From an optimization exercise on the open Yosys and OpenROAD flow, aimed at small area; shortcuts taken in it are not production practice. In this exercise RTL edits were held to simulation tests only and were not proved equivalent to the original. Power and IR drop assume default switching activity.

[flow/run.sh]
#!/bin/bash
# synth_recipe.tcl (not shown) runs the flow's synth.tcl, then flattens the netlist and writes it again
# the make line also repeats each setting of config.mk as NAME=value (left out here)
make -C /OpenROAD-flow-scripts/flow DESIGN_CONFIG=/design/flow/config.mk WORK_HOME=/design/flow/orfs CLKGATE_MAP_FILE= SYNTH_SCRIPT=/design/flow/synth_recipe.tcl finish
[flow/config.mk]
export PLATFORM = sky130hd
export DESIGN_NAME = axi_rng_slave
export DESIGN_NICKNAME = axi_rng_slave
export VERILOG_FILES = /design/flow/design.v
export SDC_FILE = /design/flow/constraint.sdc
export NUM_CORES = 4
export LEC_CHECK = 0
export CAP_MARGIN = 20
export CORE_MARGIN = 2
export CORE_UTILIZATION = 40
export SLEW_MARGIN = 20
[flow/constraint.sdc]
create_clock -name core_clock -period 5.0 [get_ports {ACLK}]
set_input_delay 1.0000 -clock core_clock [delete_from_list [all_inputs] [get_ports {ACLK}]]
set_output_delay 1.0000 -clock core_clock [all_outputs]
set_load 0.01 [all_outputs]
[flow/design.v]
`timescale 1ns / 1ps
module lfsr #(
    parameter DATA_WIDTH = 32
)(
    input ACLK,
    input ARESETn,
    input read_enable,
    output [31:0] random_data
);
    reg[DATA_WIDTH-1:0] lfsr_reg;
    wire feedback = lfsr_reg[31] ^ lfsr_reg[21] ^ lfsr_reg[1] ^ lfsr_reg[0];
    always @(posedge ACLK or negedge ARESETn) begin
        if (!ARESETn)
            lfsr_reg <= 32'hACE1;
        else
            lfsr_reg <= {lfsr_reg[30:0], feedback};
    end
    assign random_data = lfsr_reg;
endmodule
`timescale 1ns / 1ps
`timescale 1ns / 1ps
module axi_rng_slave (
    input  wire        ACLK,
    input  wire        ARESETn,
    input  wire [15:0] ARID,
    input  wire [31:0] ARADDR,
    input  wire [3:0]  ARLEN,
    input  wire [2:0]  ARSIZE,
    input  wire [1:0]  ARBURST,
    input  wire        ARVALID,
    output reg         ARREADY,
    output reg  [15:0] RID,
    output reg  [31:0] RDATA,
    output reg  [1:0]  RRESP,
    output reg         RLAST,
    output reg         RVALID,
    input  wire        RREADY,
    input  wire [15:0] AWID,
    input  wire [31:0] AWADDR,
    input  wire [3:0]  AWLEN,
    input  wire [2:0]  AWSIZE,
    input  wire [1:0]  AWBURST,
    input  wire        AWVALID,
    output reg         AWREADY,
    input  wire [31:0] WDATA,
    input  wire [7:0]  WSTRB,
    input  wire        WVALID,
    output reg         WREADY,
    output reg  [15:0] BID,
    output reg  [1:0]  BRESP,
    output reg         BVALID,
    input  wire        BREADY
);
    wire [31:0] random_data;
    reg  [31:0] control_reg;  
    reg  [31:0] seed_reg;  
    reg  [31:0] read_count;  
    reg  [15:0] latched_arid;
    reg  [31:0] latched_araddr;
    reg  [15:0] latched_awid;
    reg  [31:0] latched_awaddr;
    reg  [31:0] latched_wdata;
    reg  [7:0]  latched_wstrb;
    reg [1:0] read_state;
    reg [2:0] write_state;
    localparam READ_IDLE     = 2'b00;
    localparam READ_DECODE   = 2'b01;
    localparam READ_RESPOND  = 2'b10;
    localparam WRITE_IDLE    = 3'b000;
    localparam WRITE_ADDR    = 3'b001;
    localparam WRITE_DATA    = 3'b010;
    localparam WRITE_EXEC    = 3'b011;
    localparam WRITE_RESP    = 3'b100;
    lfsr u_rng (
        .ACLK(ACLK),
        .ARESETn(ARESETn),
        .read_enable(1'b1),
        .random_data(random_data)
    );
    always @(posedge ACLK or negedge ARESETn) begin
        if (!ARESETn) begin
            ARREADY        <= 1'b0;
            RID            <= 16'h0;
            RDATA          <= 32'h0;
            RRESP          <= 2'b00;
            RLAST          <= 1'b0;
            RVALID         <= 1'b0;
            latched_arid   <= 16'h0;
            latched_araddr <= 32'h0;
            read_state     <= READ_IDLE;
        end else begin
            case (read_state)
                READ_IDLE: begin
                    ARREADY <= 1'b0;
                    RVALID  <= 1'b0;
                    RLAST   <= 1'b0;
                    if (ARVALID) begin
                        ARREADY        <= 1'b1;
                        latched_arid   <= ARID;
                        latched_araddr <= ARADDR;
                        read_state     <= READ_DECODE;
                    end
                end
                READ_DECODE: begin
                    ARREADY <= 1'b0;
                    RID   <= latched_arid;
                    RLAST <= 1'b1;
                    if (latched_araddr[23:4] == 4'h0) begin
                        case (latched_araddr[3:2])
                            2'h0: begin  
                                RDATA <= random_data;
                                RRESP <= 2'b00;
                            end
                            2'h1: begin  
                                RDATA <= control_reg;
                                RRESP <= 2'b00;
                            end
                            2'h2: begin  
                                RDATA <= seed_reg;
                                RRESP <= 2'b00;
                            end
                            2'h3: begin  
                                RDATA <= read_count;
                                RRESP <= 2'b00;
                            end
                        endcase
                    end else begin
                        RDATA <= 32'hDEADBEEF;
                        RRESP <= 2'b10;  
                    end
                    RVALID     <= 1'b1;
                    read_state <= READ_RESPOND;
                end
                READ_RESPOND: begin
                    if (RREADY) begin
                        RVALID     <= 1'b0;
                        RLAST      <= 1'b0;
                        read_state <= READ_IDLE;
                    end
                end
                default: begin
                    read_state <= READ_IDLE;
                end
            endcase
        end
    end
    wire rd_count_inc = (read_state == READ_DECODE) &&
                        (latched_araddr[23:4] == 4'h0) &&
                        (latched_araddr[3:2] == 2'h0);
    wire wr_count     = (write_state == WRITE_EXEC) &&
                        (latched_awaddr[23:4] == 4'h0) &&
                        (latched_awaddr[3:2] == 2'h3);
    always @(posedge ACLK or negedge ARESETn) begin
        if (!ARESETn) begin
            read_count <= 32'h0;
        end else if (wr_count) begin
            if (latched_wstrb[0]) read_count[7:0]   <= latched_wdata[7:0];
            if (latched_wstrb[1]) read_count[15:8]  <= latched_wdata[15:8];
            if (latched_wstrb[2]) read_count[23:16] <= latched_wdata[23:16];
            if (latched_wstrb[3]) read_count[31:24] <= latched_wdata[31:24];
        end else if (rd_count_inc) begin
            read_count <= read_count + 32'd1;
        end
    end
    always @(posedge ACLK or negedge ARESETn) begin
        if (!ARESETn) begin
            AWREADY        <= 1'b0;
            WREADY         <= 1'b0;
            BID            <= 16'h0;
            BRESP          <= 2'b00;
            BVALID         <= 1'b0;
            latched_awid   <= 16'h0;
            latched_awaddr <= 32'h0;
            latched_wdata  <= 32'h0;
            latched_wstrb  <= 8'h0;
            control_reg    <= 32'h0;
            seed_reg       <= 32'hACE1;
            write_state    <= WRITE_IDLE;
        end else begin
            case (write_state)
                WRITE_IDLE: begin
                    AWREADY <= 1'b0;
                    WREADY  <= 1'b0;
                    BVALID  <= 1'b0;
                    if (AWVALID && WVALID) begin
                        AWREADY        <= 1'b1;
                        WREADY         <= 1'b1;
                        latched_awid   <= AWID;
                        latched_awaddr <= AWADDR;
                        latched_wdata  <= WDATA;
                        latched_wstrb  <= WSTRB;
                        write_state    <= WRITE_EXEC;
                    end else if (AWVALID) begin
                        AWREADY        <= 1'b1;
                        latched_awid   <= AWID;
                        latched_awaddr <= AWADDR;
                        write_state    <= WRITE_DATA;
                    end else if (WVALID) begin
                        WREADY        <= 1'b1;
                        latched_wdata <= WDATA;
                        latched_wstrb <= WSTRB;
                        write_state   <= WRITE_ADDR;
                    end
                end
                WRITE_ADDR: begin
                    WREADY <= 1'b0;
                    if (AWVALID) begin
                        AWREADY        <= 1'b1;
                        latched_awid   <= AWID;
                        latched_awaddr <= AWADDR;
                        write_state    <= WRITE_EXEC;
                    end
                end
                WRITE_DATA: begin
                    AWREADY <= 1'b0;
                    if (WVALID) begin
                        WREADY        <= 1'b1;
                        latched_wdata <= WDATA;
                        latched_wstrb <= WSTRB;
                        write_state   <= WRITE_EXEC;
                    end
                end
                WRITE_EXEC: begin
                    AWREADY <= 1'b0;
                    WREADY  <= 1'b0;
                    if (latched_awaddr[23:4] == 4'h0) begin
                        case (latched_awaddr[3:2])
                            2'h0: begin  
                                BRESP <= 2'b00;  
                            end
                            2'h1: begin  
                                if (latched_wstrb[0]) control_reg[7:0]   <= latched_wdata[7:0];
                                if (latched_wstrb[1]) control_reg[15:8]  <= latched_wdata[15:8];
                                if (latched_wstrb[2]) control_reg[23:16] <= latched_wdata[23:16];
                                if (latched_wstrb[3]) control_reg[31:24] <= latched_wdata[31:24];
                                BRESP <= 2'b00;
                            end
                            2'h2: begin  
                                if (latched_wstrb[0]) seed_reg[7:0]   <= latched_wdata[7:0];
                                if (latched_wstrb[1]) seed_reg[15:8]  <= latched_wdata[15:8];
                                if (latched_wstrb[2]) seed_reg[23:16] <= latched_wdata[23:16];
                                if (latched_wstrb[3]) seed_reg[31:24] <= latched_wdata[31:24];
                                BRESP <= 2'b00;
                            end
                            2'h3: begin  
                                BRESP <= 2'b00;
                            end
                        endcase
                    end else begin
                        BRESP <= 2'b10;  
                    end
                    BID         <= latched_awid;
                    BVALID      <= 1'b1;
                    write_state <= WRITE_RESP;
                end
                WRITE_RESP: begin
                    if (BREADY) begin
                        BVALID      <= 1'b0;
                        write_state <= WRITE_IDLE;
                    end
                end
                default: begin
                    write_state <= WRITE_IDLE;
                end
            endcase
        end
    end
endmodule
==> flow_metrics.tcl <==
set metrics [dict create \
    place.gp.congestion 0.824 \
    max_freq_mhz 334 \
    rows 66 \
    core_area_um2 32600 \
    post_drt_wl_per_cell_um 19.5 \
    first_iter_violations 482 \
    ys_seq_area_frac 0.596 \
    synth-edff-count 0 \
    cpPeakStageDelay_ns 0.82 \
    syn-instance-count 964 \
    cp_cell_sequence "nand3b_4, and4b_1, a211o_1, nor2_1, a211oi_1" \
    timing_worst_setup_path_type "reg -> reg" \
    peakVddDrop_v 0.000261 \
    drt-vias-per-instance 5.36 \
    r2r-end "read_count[24]$_DFFE_PN0P_" \
    synth_top_area_share 0.564 \
    numCtsBuffers 36 \
    path_buf_inv 0 \
    drc 0 \
    grtUsageTotal 0.185 \
    r2r_start "write_state[1]$_DFFE_PN0P_" \
    async_flop_share 1.00 \
    cts.clk_slew.worst_paths_ns 0.06 \
    fin_crit_sh 0.599 \
    startpoint "write_state[1]$_DFFE_PN0P_" \
    crit_path_end_kind "flop" \
    tightestPinTransition_ns 1.08 \
    crit_slowest_cell "a211o_1" \
    postCtsSetupRepairBufs 0 \
    hold_path_class "reg -> reg" \
    synth_flop_cell "dfrtp_1" \
    cap_violations 0 \
    synth_cell_type_count 65 \
    wirelength_mm 31.5 \
    setup_tns_ns 0 \
    setup.worst_path.start_class "flop" \
    ant_nets 0 \
    grt_max_degree 123 \
    powerDensity_nw_per_um2 480 \
    layout-drive-gt1-share 0.274 \
    ctsLongestPathBuffers 3 \
    synth_area_per_cell_um2 13.8 \
    cts.sinks 316 \
    ios 235 \
    period_needed_ns 2.99 \
    numPortBuffers 190 \
    nFillCells 2839 \
    path_delay_family "simple AND/OR/NAND/NOR gates" \
    antennaDiodeCount 0 \
    cp.arrival_ns 3.41 \
    cp_max_fo 26 \
    cp_num_cells 5 \
    clock_latency_ns 0.53 \
    ys_seq_elements 316 \
    reg2reg_depth 5 \
    finClkSkew_ns 0.0293 \
    ctsResizeCount 0 \
    rsz0062_at_grt "no" \
    grt_remaining_overflow 0 \
    final_util 0.513 \
    status "no timing/DRC/antenna violations" \
    htree_levels 2 \
    die_w_um 186 \
    required_ns 5.42 \
    dp_hpwl_mm 20.7 \
    drt-pass1-iter-count 5 \
    netlist_top_cells_area "dfrtp_1 (56%), mux2_2 (16%), mux4_2 (5.4%), dfstp_2 (3.2%), nand2_1 (2.3%)" \
    worstSetupEndpoint "read_count[24]$_DFFE_PN0P_" \
    synth_area_um2 13300 \
    root_buffer "clkbuf_16" \
    grt_pass1_wl_mm 52.0 \
    antenna_found_initial 0 \
    ys.warnings.count 2 \
    slew_headroom 0.281 \
    num_vias 8672 \
    r2r_slack_ns 2.01 \
    die_y_um 186 \
    fin_nets 1314 \
    fin_total_pwr_uw 8030 \
    setup_viol 0 \
    drv_slew 0 \
    cts_hold_buf 0 \
    dp_slack_ns 1.82 \
    area_growth_pct 25.8 \
    finalHoldViolCount 0 \
    start_util 0.408 \
    synth_area_leader_cell "dfrtp_1" \
    grt_pass1_vias 9068 \
    leakagePower_uw 0.00709 \
    fin_ws_ns 2.01 \
    cts_tree "built" \
    fp.dieArea_um2 34800 \
]
per-stage QoR:
stage | hold WS (ns) | area, µm² | instances
after global placement | 0.358 | 15700 | 1556
after global routing | 0.356 | 16700 | 1619
after detailed placement | 0.361 | 15700 | 1556
after floorplan | 0.349 | 13300 | 965
final | 0.355 | 16700 | 1619
after CTS | 0.364 | 16700 | 1619
final cells by class:
type                    instances  area [µm²]  share of cell area
flip-flops and latches        316        7930               0.474
multi-input cells             589        5130               0.306
repair buffers                202        2020               0.121
clock buffers                  57        1040              0.0622
well taps                     442         553              0.0330
clock inverters                 6        46.3             0.00276
inverters                       7        26.3             0.00157
power by group:
part / total [µW] / switching, µW / internal [µW]
clock: 2460 / 1020 / 1430
sequential: 3690 / 491 / 3190
combinational: 1890 / 817 / 1080
total: 8030 / 2330 / 5700
Yosys cell counts (all sizes together), types with 2 or more instances:
| library cell | number |
|---|---|
| dfrtp | 300 |
| a31o | 3 |
| nor2b | 6 |
| o211ai | 7 |
| and2 | 4 |
| o31a | 3 |
| nand4 | 11 |
| a31oi | 6 |
| a32oi | 4 |
| o22a | 24 |
| xnor2 | 2 |
| or2 | 4 |
| mux2 | 190 |
| a211oi | 6 |
| a22oi | 2 |
| nor4 | 14 |
| and3 | 13 |
| nor3b | 6 |
| a22o | 9 |
| buf | 29 |
| nand2b | 2 |
| inv | 7 |
| o22ai | 6 |
| clkbuf | 24 |
| mux2i | 8 |
| or3 | 7 |
| nor2 | 29 |
| dfstp | 16 |
| or4 | 2 |
| o21ai | 12 |
| and4 | 5 |
| nand2 | 88 |
| mux4 | 32 |
| and4b | 3 |
| a21oi | 15 |
| nor3 | 18 |
| a311oi | 3 |
| nand3 | 27 |
worst min path at each step:
| stage | startpoint | to | slack [ns] | cells after the start |
|---|---|---|---|---|
| after global routing | u_rng.lfsr_reg[10]$_DFF_PN1_ | u_rng.lfsr_reg[11]$_DFF_PN1_ | 0.36 | 0 |
| final | u_rng.lfsr_reg[10]$_DFF_PN1_ | u_rng.lfsr_reg[11]$_DFF_PN1_ | 0.36 | 0 |
| after floorplan | u_rng.lfsr_reg[16]$_DFF_PN0_ | u_rng.lfsr_reg[17]$_DFF_PN0_ | 0.35 | 0 |
| after CTS | u_rng.lfsr_reg[10]$_DFF_PN1_ | u_rng.lfsr_reg[11]$_DFF_PN1_ | 0.36 | 0 |
| after detailed placement | u_rng.lfsr_reg[24]$_DFF_PN0_ | u_rng.lfsr_reg[25]$_DFF_PN0_ | 0.36 | 0 |
| after global placement | u_rng.lfsr_reg[5]$_DFF_PN1_ | u_rng.lfsr_reg[6]$_DFF_PN1_ | 0.36 | 0 |
cells in the final DEF (no fill, tap or decap), types with 9 or more instances in the layout:
cell type          n
o22a_1            24
clkdlybuf4s50_1  189
a22o_1             9
mux4_2            32
clkbuf_1          16
clkbuf_16         37
nor3_1            17
dfstp_2           16
buf_4             10
nor4_1            12
nand4_1           10
o21ai_0           12
dfrtp_1          299
nand2_1           80
and3_1            13
a21oi_1           15
nand3_1           26
nor2_1            29
mux2_2           186
layer usage:
metal | GRT usage | vias up | part of all wire
met2 | 0.280 | 293 | 0.45
met1 | 0.262 | 4386 | 0.45
li1 | - | 3942 | -
met5 | 0 | - | 0
met4 | 0.0523 | 0 | 0.021
met3 | 0.0525 | 51 | 0.080
kinds of logic (layout without fill, tap and decap cells):
logic type,count (synthesis),in the layout,share of synthesized area
flops,316,316,0.596
simple gates,241,241,0.0945
mux,230,230,0.221
compound gates,112,112,0.0648
buf+inv,60,272,0.0211
xor+xnor,3,3,0.00197
fa+ha+maj,1,1,0.000940
other cells,1,2,0.000282

## port drivers added, routing unchanged
Ports are ideal in the flow. The routed layout listed here was re-timed in OpenROAD. Step 1, drivers: a clkbuf_16 drives ACLK and a buf_2 each remaining input, both assumed. Step 2 also shifts input and output timing later by t, the mid clock arrival at the registers, as if the neighbouring blocks saw the same clock. Three values: no drivers, after step 1, after step 2; two values: the first two.
t (ns): 0.555
slack for setup (ns): 2.006 / 2.006 / 1.865
hold WS [ns]: 0.355 / 0.355 / 0.355
clock arrival spread, ns: 0.029 / 0.029
slew at the worst register clock pin (ns): 0.06 / 0.06
After both steps setup and hold are still met in this run. For this run, drivers alone change the setup slack by 0.000 ns; drivers and shift together by -0.141 ns.
